What follows belongs to an exercise in optimizing a design on an open flow for small area; a production flow would make more cautious choices. Only simulation tests tie the RTL to the original design; equivalence was not proved. No activity file was given, so power comes from the tool's default toggle rates.

==> run P: inputs <==
// PEArray2
module PEArray2 #(
    parameter W = 8,
    parameter N = 4
)(
    input logic clk, rst, stationaryCtrl,
    input logic [N-1:0][W-1:0] a_in,
    input logic [N-1:0][W-1:0] b_in,
    input logic [N-1:0][W-1:0] c_in,
    output logic [N-1:0][W-1:0] c_out
);
  logic [3:0][3:0][7:0] a;
  logic [3:0] v;
  logic [3:0][7:0] z, cs, r1, r2, c;
  logic p1;
  logic p2;
  logic p3;
  logic p4;
  logic p5;
  logic p6;
  logic p7;
  logic p8;
  logic p9;
  logic p10;
  logic p11;
  logic p12;
  logic p13;
  logic p14;
  logic p15;
  logic p16;
  logic p17;
  logic p18;
  logic p19;
  logic p20;
  logic p21;
  logic p22;
  logic p23;
  logic p24;
  logic p25;
  logic p26;
  logic p27;
  logic p28;
  logic p29;
  logic p30;
  logic p31;
  logic p32;
  logic p33;
  logic p34;
  logic p35;
  logic p36;
  logic p37;
  logic p38;
  logic p39;
  logic p40;
  logic p41;
  logic p42;
  logic p43;
  logic p44;
  logic p45;
  logic p46;
  logic p47;
  logic p48;
  logic p49;
  logic p50;
  logic p51;
  logic p52;
  logic p53;
  logic p54;
  logic p55;
  logic p56;
  logic p57;
  logic p58;
  logic p59;
  logic p60;
  logic p61;
  logic p62;
  logic p63;
  logic p64;
  logic p65;
  logic p66;
  logic p67;
  logic p68;
  logic p69;
  logic p70;
  logic p71;
  logic p72;
  logic p73;
  logic p74;
  logic p75;
  logic p76;
  logic p77;
  logic p78;
  logic p79;
  logic p80;
  logic p81;
  logic p82;
  logic p83;
  logic p84;
  logic p85;
  logic p86;
  logic p87;
  logic p88;
  logic p89;
  logic p90;
  logic p91;
  logic p92;
  logic p93;
  logic p94;
  logic p95;
  logic p96;
  logic p97;
  logic p98;
  logic p99;
  logic p100;
  logic p101;
  logic p102;
  logic p103;
  logic p104;
  logic p105;
  logic p106;
  logic p107;
  logic p108;
  logic p109;
  logic p110;
  logic p111;
  logic p112;
  logic p113;
  logic p114;
  logic p115;
  logic p116;
  logic p117;
  logic p118;
  logic p119;
  logic p120;
  logic p121;
  logic p122;
  logic p123;
  logic p124;
  logic p125;
  logic p126;
  logic p127;
  logic p128;
  logic p129;
  logic p130;
  logic p131;
  logic p132;
  logic p133;
  logic p134;
  logic p135;
  logic p136;
  logic p137;
  logic p138;
  logic p139;
  logic p140;
  logic p141;
  logic p142;
  logic p143;
  logic p144;
  logic s145;
  logic k146;
  logic s147;
  logic k148;
  logic s149;
  logic k150;
  ...
export LEC_CHECK = 0
export CAP_MARGIN = 20
export CORE_MARGIN = 2
export CORE_UTILIZATION = 65
export SLEW_MARGIN = 20
export SYNTH_HIERARCHICAL = 1
export SYNTH_MINIMUM_KEEP_SIZE = 0
create_clock -name core_clock -period 6.5 [get_ports {clk}]
standard.sh (not shown) runs the stock make flow with config.mk's settings and CLKGATE_MAP_FILE= SYNTH_SCRIPT=/design/flow/synth_recipe.tcl, a recipe that flattens the netlist after the stock synthesis.
==> flow/flow/run.sh <==
#!/bin/bash
# Standard ORFS layout; ports are buffered with the smallest buffer and the
# clock tree uses small clock buffers without dummy loads.
set -euo pipefail
export BUFFER_PORTS_ARGS="-buffer_cell sky130_fd_sc_hd__buf_1"
export CTS_ARGS="-sink_clustering_enable -repair_clock_nets -dont_use_dummy_load -sink_clustering_size 16 -sink_clustering_max_diameter 80 -buf_list {sky130_fd_sc_hd__clkbuf_4 sky130_fd_sc_hd__clkbuf_8}"
export RECOVER_POWER=100
bash standard.sh > standard.log 2>&1
==> inputs of run C, as changes to run P <==
--- a/flow/flow/run.sh
+++ b/flow/flow/run.sh
@@ -4,5 +4,4 @@
 set -euo pipefail
 export BUFFER_PORTS_ARGS="-buffer_cell sky130_fd_sc_hd__buf_1"
 export CTS_ARGS="-sink_clustering_enable -repair_clock_nets -dont_use_dummy_load -sink_clustering_size 16 -sink_clustering_max_diameter 80 -buf_list {sky130_fd_sc_hd__clkbuf_4 sky130_fd_sc_hd__clkbuf_8}"
-export RECOVER_POWER=100
 bash standard.sh > standard.log 2>&1
==> run summary <==
Status - finished with violations
Layout Check Fails - max-capacitance violations, max-slew violations
Share of post-route cells with drive strength above 1 - 0.0454
Pwr Total - 8.19 mW
PnR worst setup slack - 439 ps
Fin. max-slew vios - 206
Post-Route Utilization - 0.717
Int Pwr - 4.92 mW
Met2 wire len - 23.7 mm
Power per standard cell area - 411 mW/mm2
Non-clk buf share - 0.0590
Max_cap viols - 2
Sequential share of cell area - 0.293
Routed WL per cell - 24.8 um
[end of results for run P]
==> run summary <==
Status - no timing/DRC/antenna violations
Met2 wire len - 23.9 mm
DR vias - 12612
Non-clk buf share - 0.0602
Post-Route Utilization - 0.718
Power per standard cell area - 412 mW/mm2
Fin. max-slew vios - 0
Sequential share of cell area - 0.293
Int Pwr - 4.93 mW
Max_cap viols - 0
PnR worst setup slack - 442 ps
Share of post-route cells with drive strength above 1 - 0.0471
Routed WL per cell - 24.8 um
[end of results for run C]

==> run Y: inputs <==
Another version of the RTL of PEArray2 (not shown whole).
clock: 6.5 ns
lec_check: 0
cap_margin: 20
core_margin: 2
core_utilization: 65
slew_margin: 20
synth_hierarchical: 1
synth_minimum_keep_size: 0
==> flow/flow/run.sh <==
#!/bin/bash
# Standard ORFS layout; ports are buffered with the smallest buffer and the
# clock tree uses small clock buffers without dummy loads.
set -euo pipefail
export BUFFER_PORTS_ARGS="-buffer_cell sky130_fd_sc_hd__buf_1"
export CTS_ARGS="-sink_clustering_enable -repair_clock_nets -dont_use_dummy_load -sink_clustering_size 12 -sink_clustering_max_diameter 60 -buf_list {sky130_fd_sc_hd__clkbuf_4}"
bash standard.sh > standard.log 2>&1
==> run M (differences from run Y) <==
==> flow/flow/run.sh (replaced) <==
#!/bin/bash
# Standard ORFS layout; ports are buffered with the smallest buffer and the
# clock tree uses small clock buffers without dummy loads.
set -euo pipefail
export BUFFER_PORTS_ARGS="-buffer_cell sky130_fd_sc_hd__buf_1"
export CTS_ARGS="-sink_clustering_enable -repair_clock_nets -dont_use_dummy_load -sink_clustering_size 16 -sink_clustering_max_diameter 80 -buf_list {sky130_fd_sc_hd__clkbuf_4 sky130_fd_sc_hd__clkbuf_8}"
bash standard.sh > standard.log 2>&1
--- a/flow/config.mk
+++ b/flow/config.mk
@@ -8,6 +8,7 @@
 export CAP_MARGIN = 20
 export CORE_MARGIN = 2
 export CORE_UTILIZATION = 65
+export GPL_TIMING_DRIVEN = 0
 export SLEW_MARGIN = 20
 export SYNTH_HIERARCHICAL = 1
 export SYNTH_MINIMUM_KEEP_SIZE = 0
==> results.sh <==
export IMPL_firstDrtPassIters=5
export IMPL_dr_wl_met2_mm=21.6
export IMPL_switching_power_uw=2890
export IMPL_antenna_found_initial=1
export IMPL_power_uw=6650
export IMPL_hp_start="r1[22]"
export IMPL_fin_cells=2114
export IMPL_status="complete, no violations"
export IMPL_worst_r2r_setup_slack_ps=1740
export IMPL_area_growth_pct=5.88
export IMPL_final_nonclk_buf_share=0.0403
export IMPL_irDropWorstVdd_mv=0.284
export IMPL_clock_area_frac=0.0108
export IMPL_worst_path_stages=11
export IMPL_vias=12200
export IMPL_fin_skew_ps=120
export IMPL_leakage_uw=0.00707
export IMPL_finalNetCount=2188
export IMPL_crit_fanout=12
The numbers above come from run Y.

==> results.sh <==
export IMPL_status="complete, no violations"
export IMPL_dr_wl_met2_mm=22.1
export IMPL_antenna_found_initial=0
export IMPL_firstDrtPassIters=8
export IMPL_worst_path_stages=12
export IMPL_irDropWorstVdd_mv=0.354
export IMPL_switching_power_uw=3230
export IMPL_area_growth_pct=6.95
export IMPL_final_nonclk_buf_share=0.0467
export IMPL_fin_skew_ps=59.4
export IMPL_leakage_uw=0.00718
export IMPL_hp_start="r1[27]"
export IMPL_clock_area_frac=0.0140
export IMPL_fin_cells=2147
export IMPL_worst_r2r_setup_slack_ps=1350
export IMPL_finalNetCount=2222
The numbers above come from run M.


==> run a <==
PEArray2, a different RTL version from the one above (not shown whole).
clock: 6.5 ns
lec_check: 0
cap_margin: 20
core_margin: 2
core_utilization: 40
slew_margin: 20
synth_hierarchical: 1
synth_minimum_keep_size: 0
run.sh (not shown) runs the stock make flow with config.mk's settings and CLKGATE_MAP_FILE= SYNTH_SCRIPT=/design/flow/synth_recipe.tcl, a recipe that flattens the netlist after the stock synthesis.
Stock flow here: none of the scripts above is used.
==> run b (differences from run a) <==
--- a/flow/design.v
+++ b/flow/design.v
@@ -1,10 +1,20 @@
 module fa_cell (input logic a, b, c, output logic s, co);
   assign s = a ^ b ^ c;
   assign co = (a & b) | (c & (a ^ b));
 endmodule
+module fa1_cell (input logic a, b, output logic s, co);
+  xnor_cell ux (a, b, s);
+  or_cell uo (a, b, co);
+endmodule
+module xnor_cell (input logic a, b, output logic y);
+  assign y = ~(a ^ b);
+endmodule
+module or_cell (input logic a, b, output logic y);
+  assign y = a | b;
+endmodule
 module ha_cell (input logic a, b, output logic s, co);
   assign s = a ^ b;
   assign co = a & b;
 endmodule
 module PEArray2 #(
     parameter W = 8,
@@ -1720,40 +1730,40 @@
   assign p139 = ~(a[0][3][5] & b_in[3][0]);
   assign p140 = ~(a[0][3][5] & b_in[3][1]);
   assign p141 = ~(a[0][3][5] & b_in[3][2]);
   assign p142 = ~(a[0][3][6] & b_in[3][0]);
   assign p143 = ~(a[0][3][6] & b_in[3][1]);
   assign p144 = ~(a[0][3][7] & b_in[3][0]);
-  fa_cell us145 (1'b1, p1, p37, s145, k146);
+  fa1_cell us145 (p1, p37, s145, k146);
   fa_cell us147 (p73, p109, s145, s147, k148);
-  fa_cell us149 (1'b1, p2, p9, s149, k150);
+  fa1_cell us149 (p2, p9, s149, k150);
   fa_cell us151 (p38, p45, p74, s151, k152);
   fa_cell us153 (p81, p110, p117, s153, k154);
   fa_cell us155 (k146, s149, s151, s155, k156);
   fa_cell us157 (s153, k148, s155, s157, k158);
   fa_cell us159 (p3, p10, p16, s159, k160);
   fa_cell us161 (p39, p46, p52, s161, k162);
   fa_cell us163 (p75, p82, p88, s163, k164);
   fa_cell us165 (p111, p118, p124, s165, k166);
   fa_cell us167 (k150, k152, k154, s167, k168);
   fa_cell us169 (s159, s161, s163, s169, k170);
   fa_cell us171 (s165, s167, k156, s171, k172);
   fa_cell us173 (s169, k158, s171, s173, k174);
-  fa_cell us175 (1'b1, p4, p11, s175, k176);
+  fa1_cell us175 (p4, p11, s175, k176);
   fa_cell us177 (p17, p22, p40, s177, k178);
   fa_cell us179 (p47, p53, p58, s179, k180);
   fa_cell us181 (p76, p83, p89, s181, k182);
   fa_cell us183 (p94, p112, p119, s183, k184);
   fa_cell us185 (p125, p130, k160, s185, k186);
   fa_cell us187 (k162, k164, k166, s187, k188);
   fa_cell us189 (s175, s177, s179, s189, k190);
   fa_cell us191 (s181, s183, k168, s191, k192);
   fa_cell us193 (s185, s187, k170, s193, k194);
   fa_cell us195 (s189, k172, s191, s195, k196);
   fa_cell us197 (s193, s195, k174, s197, k198);
-  fa_cell us199 (1'b1, p5, p12, s199, k200);
+  fa1_cell us199 (p5, p12, s199, k200);
   fa_cell us201 (p18, p23, p27, s201, k202);
   fa_cell us203 (p41, p48, p54, s203, k204);
   fa_cell us205 (p59, p63, p77, s205, k206);
   fa_cell us207 (p84, p90, p95, s207, k208);
   fa_cell us209 (p99, p113, p120, s209, k210);
   fa_cell us211 (p126, p131, p135, s211, k212);
@@ -1763,13 +1773,13 @@
   fa_cell us219 (s207, s209, s211, s219, k220);
   fa_cell us221 (k186, k188, s213, s221, k222);
   fa_cell us223 (k190, s215, s217, s223, k224);
   fa_cell us225 (s219, k192, k194, s225, k226);
   fa_cell us227 (s221, s223, k196, s227, k228);
   fa_cell us229 (s225, k198, s227, s229, k230);
-  fa_cell us231 (1'b1, p6, p13, s231, k232);
+  fa1_cell us231 (p6, p13, s231, k232);
   fa_cell us233 (p19, p24, p28, s233, k234);
   fa_cell us235 (p31, p42, p49, s235, k236);
   fa_cell us237 (p55, p60, p64, s237, k238);
   fa_cell us239 (p67, p78, p85, s239, k240);
   fa_cell us241 (p91, p96, p100, s241, k242);
   fa_cell us243 (p103, p114, p121, s243, k244);
@@ -1783,13 +1793,13 @@
   fa_cell us259 (s249, k216, k218, s259, k260);
   fa_cell us261 (k220, s251, s253, s261, k262);
   fa_cell us263 (s255, k222, s257, s263, k264);
   fa_cell us265 (k224, s259, s261, s265, k266);
   fa_cell us267 (k226, s263, s265, s267, k268);
   fa_cell us269 (k228, s267, k230, s269, k270);
-  fa_cell us271 (1'b1, p7, p14, s271, k272);
+  fa1_cell us271 (p7, p14, s271, k272);
   fa_cell us273 (p20, p25, p29, s273, k274);
   fa_cell us275 (p32, p34, p43, s275, k276);
   fa_cell us277 (p50, p56, p61, s277, k278);
   fa_cell us279 (p65, p68, p70, s279, k280);
   fa_cell us281 (p79, p86, p92, s281, k282);
   fa_cell us283 (p97, p101, p104, s283, k284);
@@ -2008,40 +2018,40 @@
   assign p513 = ~(a[1][3][5] & b_in[3][0]);
   assign p514 = ~(a[1][3][5] & b_in[3][1]);
   assign p515 = ~(a[1][3][5] & b_in[3][2]);
   assign p516 = ~(a[1][3][6] & b_in[3][0]);
   assign p517 = ~(a[1][3][6] & b_in[3][1]);
   assign p518 = ~(a[1][3][7] & b_in[3][0]);
-  fa_cell us519 (1'b1, p375, p411, s519, k520);
+  fa1_cell us519 (p375, p411, s519, k520);
   fa_cell us521 (p447, p483, s519, s521, k522);
-  fa_cell us523 (1'b1, p376, p383, s523, k524);
+  fa1_cell us523 (p376, p383, s523, k524);
   fa_cell us525 (p412, p419, p448, s525, k526);
   fa_cell us527 (p455, p484, p491, s527, k528);
   fa_cell us529 (k520, s523, s525, s529, k530);
   fa_cell us531 (s527, k522, s529, s531, k532);
   fa_cell us533 (p377, p384, p390, s533, k534);
   fa_cell us535 (p413, p420, p426, s535, k536);
   fa_cell us537 (p449, p456, p462, s537, k538);
   fa_cell us539 (p485, p492, p498, s539, k540);
   fa_cell us541 (k524, k526, k528, s541, k542);
   fa_cell us543 (s533, s535, s537, s543, k544);
   fa_cell us545 (s539, s541, k530, s545, k546);
   fa_cell us547 (s543, k532, s545, s547, k548);
-  fa_cell us549 (1'b1, p378, p385, s549, k550);
+  fa1_cell us549 (p378, p385, s549, k550);
   fa_cell us551 (p391, p396, p414, s551, k552);
   fa_cell us553 (p421, p427, p432, s553, k554);
   fa_cell us555 (p450, p457, p463, s555, k556);
   fa_cell us557 (p468, p486, p493, s557, k558);
   fa_cell us559 (p499, p504, k534, s559, k560);
   fa_cell us561 (k536, k538, k540, s561, k562);
   fa_cell us563 (s549, s551, s553, s563, k564);
   fa_cell us565 (s555, s557, k542, s565, k566);
   fa_cell us567 (s559, s561, k544, s567, k568);
   fa_cell us569 (s563, k546, s565, s569, k570);
   fa_cell us571 (s567, s569, k548, s571, k572);
-  fa_cell us573 (1'b1, p379, p386, s573, k574);
+  fa1_cell us573 (p379, p386, s573, k574);
   fa_cell us575 (p392, p397, p401, s575, k576);
   fa_cell us577 (p415, p422, p428, s577, k578);
   fa_cell us579 (p433, p437, p451, s579, k580);
   fa_cell us581 (p458, p464, p469, s581, k582);
   fa_cell us583 (p473, p487, p494, s583, k584);
   fa_cell us585 (p500, p505, p509, s585, k586);
@@ -2051,13 +2061,13 @@
   fa_cell us593 (s581, s583, s585, s593, k594);
   fa_cell us595 (k560, k562, s587, s595, k596);
   fa_cell us597 (k564, s589, s591, s597, k598);
   fa_cell us599 (s593, k566, k568, s599, k600);
   fa_cell us601 (s595, s597, k570, s601, k602);
   fa_cell us603 (s599, k572, s601, s603, k604);
-  fa_cell us605 (1'b1, p380, p387, s605, k606);
+  fa1_cell us605 (p380, p387, s605, k606);
   fa_cell us607 (p393, p398, p402, s607, k608);
   fa_cell us609 (p405, p416, p423, s609, k610);
   fa_cell us611 (p429, p434, p438, s611, k612);
   fa_cell us613 (p441, p452, p459, s613, k614);
   fa_cell us615 (p465, p470, p474, s615, k616);
   fa_cell us617 (p477, p488, p495, s617, k618);
@@ -2071,13 +2081,13 @@
   fa_cell us633 (s623, k590, k592, s633, k634);
   fa_cell us635 (k594, s625, s627, s635, k636);
   fa_cell us637 (s629, k596, s631, s637, k638);
   fa_cell us639 (k598, s633, s635, s639, k640);
   fa_cell us641 (k600, s637, s639, s641, k642);
   fa_cell us643 (k602, s641, k604, s643, k644);
-  fa_cell us645 (1'b1, p381, p388, s645, k646);
+  fa1_cell us645 (p381, p388, s645, k646);
   fa_cell us647 (p394, p399, p403, s647, k648);
   fa_cell us649 (p406, p408, p417, s649, k650);
   fa_cell us651 (p424, p430, p435, s651, k652);
   fa_cell us653 (p439, p442, p444, s653, k654);
   fa_cell us655 (p453, p460, p466, s655, k656);
   fa_cell us657 (p471, p475, p478, s657, k658);
@@ -2296,40 +2306,40 @@
   assign p887 = ~(a[2][3][5] & b_in[3][0]);
   assign p888 = ~(a[2][3][5] & b_in[3][1]);
   assign p889 = ~(a[2][3][5] & b_in[3][2]);
   assign p890 = ~(a[2][3][6] & b_in[3][0]);
   assign p891 = ~(a[2][3][6] & b_in[3][1]);
   assign p892 = ~(a[2][3][7] & b_in[3][0]);
-  fa_cell us893 (1'b1, p749, p785, s893, k894);
+  fa1_cell us893 (p749, p785, s893, k894);
   fa_cell us895 (p821, p857, s893, s895, k896);
-  fa_cell us897 (1'b1, p750, p757, s897, k898);
+  fa1_cell us897 (p750, p757, s897, k898);
   fa_cell us899 (p786, p793, p822, s899, k900);
   fa_cell us901 (p829, p858, p865, s901, k902);
   fa_cell us903 (k894, s897, s899, s903, k904);
   fa_cell us905 (s901, k896, s903, s905, k906);
   fa_cell us907 (p751, p758, p764, s907, k908);
   fa_cell us909 (p787, p794, p800, s909, k910);
   fa_cell us911 (p823, p830, p836, s911, k912);
   fa_cell us913 (p859, p866, p872, s913, k914);
   fa_cell us915 (k898, k900, k902, s915, k916);
   fa_cell us917 (s907, s909, s911, s917, k918);
   fa_cell us919 (s913, s915, k904, s919, k920);
   fa_cell us921 (s917, k906, s919, s921, k922);
-  fa_cell us923 (1'b1, p752, p759, s923, k924);
+  fa1_cell us923 (p752, p759, s923, k924);
   fa_cell us925 (p765, p770, p788, s925, k926);
   fa_cell us927 (p795, p801, p806, s927, k928);
   fa_cell us929 (p824, p831, p837, s929, k930);
   fa_cell us931 (p842, p860, p867, s931, k932);
   fa_cell us933 (p873, p878, k908, s933, k934);
   fa_cell us935 (k910, k912, k914, s935, k936);
   fa_cell us937 (s923, s925, s927, s937, k938);
   fa_cell us939 (s929, s931, k916, s939, k940);
   fa_cell us941 (s933, s935, k918, s941, k942);
   fa_cell us943 (s937, k920, s939, s943, k944);
   fa_cell us945 (s941, s943, k922, s945, k946);
-  fa_cell us947 (1'b1, p753, p760, s947, k948);
+  fa1_cell us947 (p753, p760, s947, k948);
   fa_cell us949 (p766, p771, p775, s949, k950);
   fa_cell us951 (p789, p796, p802, s951, k952);
   fa_cell us953 (p807, p811, p825, s953, k954);
   fa_cell us955 (p832, p838, p843, s955, k956);
   fa_cell us957 (p847, p861, p868, s957, k958);
   fa_cell us959 (p874, p879, p883, s959, k960);
@@ -2339,13 +2349,13 @@
   fa_cell us967 (s955, s957, s959, s967, k968);
   fa_cell us969 (k934, k936, s961, s969, k970);
   fa_cell us971 (k938, s963, s965, s971, k972);
   fa_cell us973 (s967, k940, k942, s973, k974);
   fa_cell us975 (s969, s971, k944, s975, k976);
   fa_cell us977 (s973, k946, s975, s977, k978);
-  fa_cell us979 (1'b1, p754, p761, s979, k980);
+  fa1_cell us979 (p754, p761, s979, k980);
   fa_cell us981 (p767, p772, p776, s981, k982);
   fa_cell us983 (p779, p790, p797, s983, k984);
   fa_cell us985 (p803, p808, p812, s985, k986);
   fa_cell us987 (p815, p826, p833, s987, k988);
   fa_cell us989 (p839, p844, p848, s989, k990);
   fa_cell us991 (p851, p862, p869, s991, k992);
@@ -2359,13 +2369,13 @@
   fa_cell us1007 (s997, k964, k966, s1007, k1008);
   fa_cell us1009 (k968, s999, s1001, s1009, k1010);
   fa_cell us1011 (s1003, k970, s1005, s1011, k1012);
   fa_cell us1013 (k972, s1007, s1009, s1013, k1014);
   fa_cell us1015 (k974, s1011, s1013, s1015, k1016);
   fa_cell us1017 (k976, s1015, k978, s1017, k1018);
-  fa_cell us1019 (1'b1, p755, p762, s1019, k1020);
+  fa1_cell us1019 (p755, p762, s1019, k1020);
   fa_cell us1021 (p768, p773, p777, s1021, k1022);
   fa_cell us1023 (p780, p782, p791, s1023, k1024);
   fa_cell us1025 (p798, p804, p809, s1025, k1026);
   fa_cell us1027 (p813, p816, p818, s1027, k1028);
   fa_cell us1029 (p827, p834, p840, s1029, k1030);
   fa_cell us1031 (p845, p849, p852, s1031, k1032);
@@ -2584,40 +2594,40 @@
   assign p1261 = ~(a[3][3][5] & b_in[3][0]);
   assign p1262 = ~(a[3][3][5] & b_in[3][1]);
   assign p1263 = ~(a[3][3][5] & b_in[3][2]);
   assign p1264 = ~(a[3][3][6] & b_in[3][0]);
   assign p1265 = ~(a[3][3][6] & b_in[3][1]);
   assign p1266 = ~(a[3][3][7] & b_in[3][0]);
-  fa_cell us1267 (1'b1, p1123, p1159, s1267, k1268);
+  fa1_cell us1267 (p1123, p1159, s1267, k1268);
   fa_cell us1269 (p1195, p1231, s1267, s1269, k1270);
-  fa_cell us1271 (1'b1, p1124, p1131, s1271, k1272);
+  fa1_cell us1271 (p1124, p1131, s1271, k1272);
   fa_cell us1273 (p1160, p1167, p1196, s1273, k1274);
   fa_cell us1275 (p1203, p1232, p1239, s1275, k1276);
   fa_cell us1277 (k1268, s1271, s1273, s1277, k1278);
   fa_cell us1279 (s1275, k1270, s1277, s1279, k1280);
   fa_cell us1281 (p1125, p1132, p1138, s1281, k1282);
   fa_cell us1283 (p1161, p1168, p1174, s1283, k1284);
   fa_cell us1285 (p1197, p1204, p1210, s1285, k1286);
   fa_cell us1287 (p1233, p1240, p1246, s1287, k1288);
   fa_cell us1289 (k1272, k1274, k1276, s1289, k1290);
   fa_cell us1291 (s1281, s1283, s1285, s1291, k1292);
   fa_cell us1293 (s1287, s1289, k1278, s1293, k1294);
   fa_cell us1295 (s1291, k1280, s1293, s1295, k1296);
-  fa_cell us1297 (1'b1, p1126, p1133, s1297, k1298);
+  fa1_cell us1297 (p1126, p1133, s1297, k1298);
   fa_cell us1299 (p1139, p1144, p1162, s1299, k1300);
   fa_cell us1301 (p1169, p1175, p1180, s1301, k1302);
   fa_cell us1303 (p1198, p1205, p1211, s1303, k1304);
   fa_cell us1305 (p1216, p1234, p1241, s1305, k1306);
   fa_cell us1307 (p1247, p1252, k1282, s1307, k1308);
   fa_cell us1309 (k1284, k1286, k1288, s1309, k1310);
   fa_cell us1311 (s1297, s1299, s1301, s1311, k1312);
   fa_cell us1313 (s1303, s1305, k1290, s1313, k1314);
   fa_cell us1315 (s1307, s1309, k1292, s1315, k1316);
   fa_cell us1317 (s1311, k1294, s1313, s1317, k1318);
   fa_cell us1319 (s1315, s1317, k1296, s1319, k1320);
-  fa_cell us1321 (1'b1, p1127, p1134, s1321, k1322);
+  fa1_cell us1321 (p1127, p1134, s1321, k1322);
   fa_cell us1323 (p1140, p1145, p1149, s1323, k1324);
   fa_cell us1325 (p1163, p1170, p1176, s1325, k1326);
   fa_cell us1327 (p1181, p1185, p1199, s1327, k1328);
   fa_cell us1329 (p1206, p1212, p1217, s1329, k1330);
   fa_cell us1331 (p1221, p1235, p1242, s1331, k1332);
   fa_cell us1333 (p1248, p1253, p1257, s1333, k1334);
@@ -2627,13 +2637,13 @@
   fa_cell us1341 (s1329, s1331, s1333, s1341, k1342);
   fa_cell us1343 (k1308, k1310, s1335, s1343, k1344);
   fa_cell us1345 (k1312, s1337, s1339, s1345, k1346);
   fa_cell us1347 (s1341, k1314, k1316, s1347, k1348);
   fa_cell us1349 (s1343, s1345, k1318, s1349, k1350);
   fa_cell us1351 (s1347, k1320, s1349, s1351, k1352);
-  fa_cell us1353 (1'b1, p1128, p1135, s1353, k1354);
+  fa1_cell us1353 (p1128, p1135, s1353, k1354);
   fa_cell us1355 (p1141, p1146, p1150, s1355, k1356);
   fa_cell us1357 (p1153, p1164, p1171, s1357, k1358);
   fa_cell us1359 (p1177, p1182, p1186, s1359, k1360);
   fa_cell us1361 (p1189, p1200, p1207, s1361, k1362);
   fa_cell us1363 (p1213, p1218, p1222, s1363, k1364);
   fa_cell us1365 (p1225, p1236, p1243, s1365, k1366);
@@ -2647,13 +2657,13 @@
   fa_cell us1381 (s1371, k1338, k1340, s1381, k1382);
   fa_cell us1383 (k1342, s1373, s1375, s1383, k1384);
   fa_cell us1385 (s1377, k1344, s1379, s1385, k1386);
   fa_cell us1387 (k1346, s1381, s1383, s1387, k1388);
   fa_cell us1389 (k1348, s1385, s1387, s1389, k1390);
   fa_cell us1391 (k1350, s1389, k1352, s1391, k1392);
-  fa_cell us1393 (1'b1, p1129, p1136, s1393, k1394);
+  fa1_cell us1393 (p1129, p1136, s1393, k1394);
   fa_cell us1395 (p1142, p1147, p1151, s1395, k1396);
   fa_cell us1397 (p1154, p1156, p1165, s1397, k1398);
   fa_cell us1399 (p1172, p1178, p1183, s1399, k1400);
   fa_cell us1401 (p1187, p1190, p1192, s1401, k1402);
   fa_cell us1403 (p1201, p1208, p1214, s1403, k1404);
   fa_cell us1405 (p1219, p1223, p1226, s1405, k1406);
==> flow/flow/run.sh (new file) <==
#!/bin/bash
# Standard ORFS layout; ports are buffered with the smallest buffer and the
# clock tree uses small clock buffers without dummy loads.
set -euo pipefail
export BUFFER_PORTS_ARGS="-buffer_cell sky130_fd_sc_hd__buf_1"
export CTS_ARGS="-sink_clustering_enable -repair_clock_nets -dont_use_dummy_load -sink_clustering_size 14 -sink_clustering_max_diameter 60 -buf_list {sky130_fd_sc_hd__clkbuf_4 sky130_fd_sc_hd__clkbuf_8}"
bash standard.sh > standard.log 2>&1
==> flow/standard.sh (new file) <==
#!/bin/bash
# synth_recipe.tcl (not shown) runs the flow's synth.tcl, then flattens the netlist and writes it again
# the make line also repeats each setting of config.mk as NAME=value (left out here)
make -C /OpenROAD-flow-scripts/flow DESIGN_CONFIG=/design/flow/config.mk WORK_HOME=/design/flow/orfs CLKGATE_MAP_FILE= SYNTH_SCRIPT=/design/flow/synth_recipe.tcl "${@:-finish}"
==> flow/config.mk (replaced) <==
export PLATFORM = sky130hd
export DESIGN_NAME = PEArray2
export DESIGN_NICKNAME = PEArray2
export VERILOG_FILES = /design/flow/design.v
export SDC_FILE = /design/flow/constraint.sdc
export NUM_CORES = 4
export LEC_CHECK = 0
export CAP_MARGIN = 20
export CORE_MARGIN = 2
export CORE_UTILIZATION = 75
export SLEW_MARGIN = 20
export SYNTH_HIERARCHICAL = 1
export SYNTH_MINIMUM_KEEP_SIZE = 0
removed: flow/run.sh
==> comparison table <==
DP HPWL: run a 44,360 um; run b 38,390 um
Final total power: run a 0.009508 W; run b 0.008250 W
Source of the worst register-to-register timing path: run a a[64]; run b a[24]
Worst-Skew Late Latency: run a 570 ps; run b 580 ps
Fillers: run a 4,151; run b 1,421
Die outline area: run a 0.04801 mm^2; run b 0.02578 mm^2
Die Wd: run a 219.1 um; run b 160.6 um
Metal-1 WL: run a 23,410 um; run b 17,230 um
Fraction of layout cells with a size suffix above 1: run a 10.02%; run b 5.254%
Slowest CP cell: run a sky130_fd_sc_hd__clkdlybuf4s50_1; run b sky130_fd_sc_hd__fa_1
Crit path max fanout: run a 9; run b 13
VDD IR-drop max: run a 664.7 uV; run b 499.2 uV
Share of the yosys chip area belonging to registers: run a 31.58%; run b 31.80%
Multi-input gate area in the final layout: run a 0.01242 mm^2; run b 0.01217 mm^2
End of the worst register-to-register path: run a r1[23]; run b r1[7]
Post-synthesis xor/xnor area fraction: run a 11.06%; run b 12.28%
Worst-case hold slack: run a 433.8 ps; run b 442.9 ps
GRT Total Usage: run a 25.14%; run b 43.04%
Net Sw Frac: run a 37.35%; run b 39.60%
Clock group share of total power: run a 17.2%; run b 9.0%
Run status: run a finished clean; run b finished clean
Combinational gate power: run a 0.00609 W; run b 0.00571 W
Tightest Pin Transition: run a 940.4 ps; run b 749.8 ps
First element of the critical path: run a b_in[26]; run b b_in[16]

==> re-timing with driven ports <==
No port has a modelled driver above. Below, the same layouts with a new extraction and two added sets of constraints.
Step 1, drivers: a clkbuf_16 drives clk and a buf_2 each remaining input, both assumed.
Step 2 times the ports against the registers' clock, not the clock port: input delays grow and output delays shrink by t, the midpoint of the rising clock arrivals with the driver on.
Slacks: ideal / step 1 / step 2; pairs: ideal / step 1.
run	t, ns	setup slack, ns	cell pins on the clock port's net
run P	0.591	0.439 / 0.464 / -0.126	1
run C	0.593	0.442 / 0.467 / -0.126	1
run Y	0.740	1.496 / 1.516 / 0.777	1
run M	0.571	0.786 / 0.810 / 0.239	1
run a	0.619	0.178 / 0.203 / -0.416	1
run b	0.605	0.327 / 0.352 / -0.253	1
The setup slack of run Y, which loses most, moves by +0.020 ns with the drivers and by -0.719 ns with both steps.
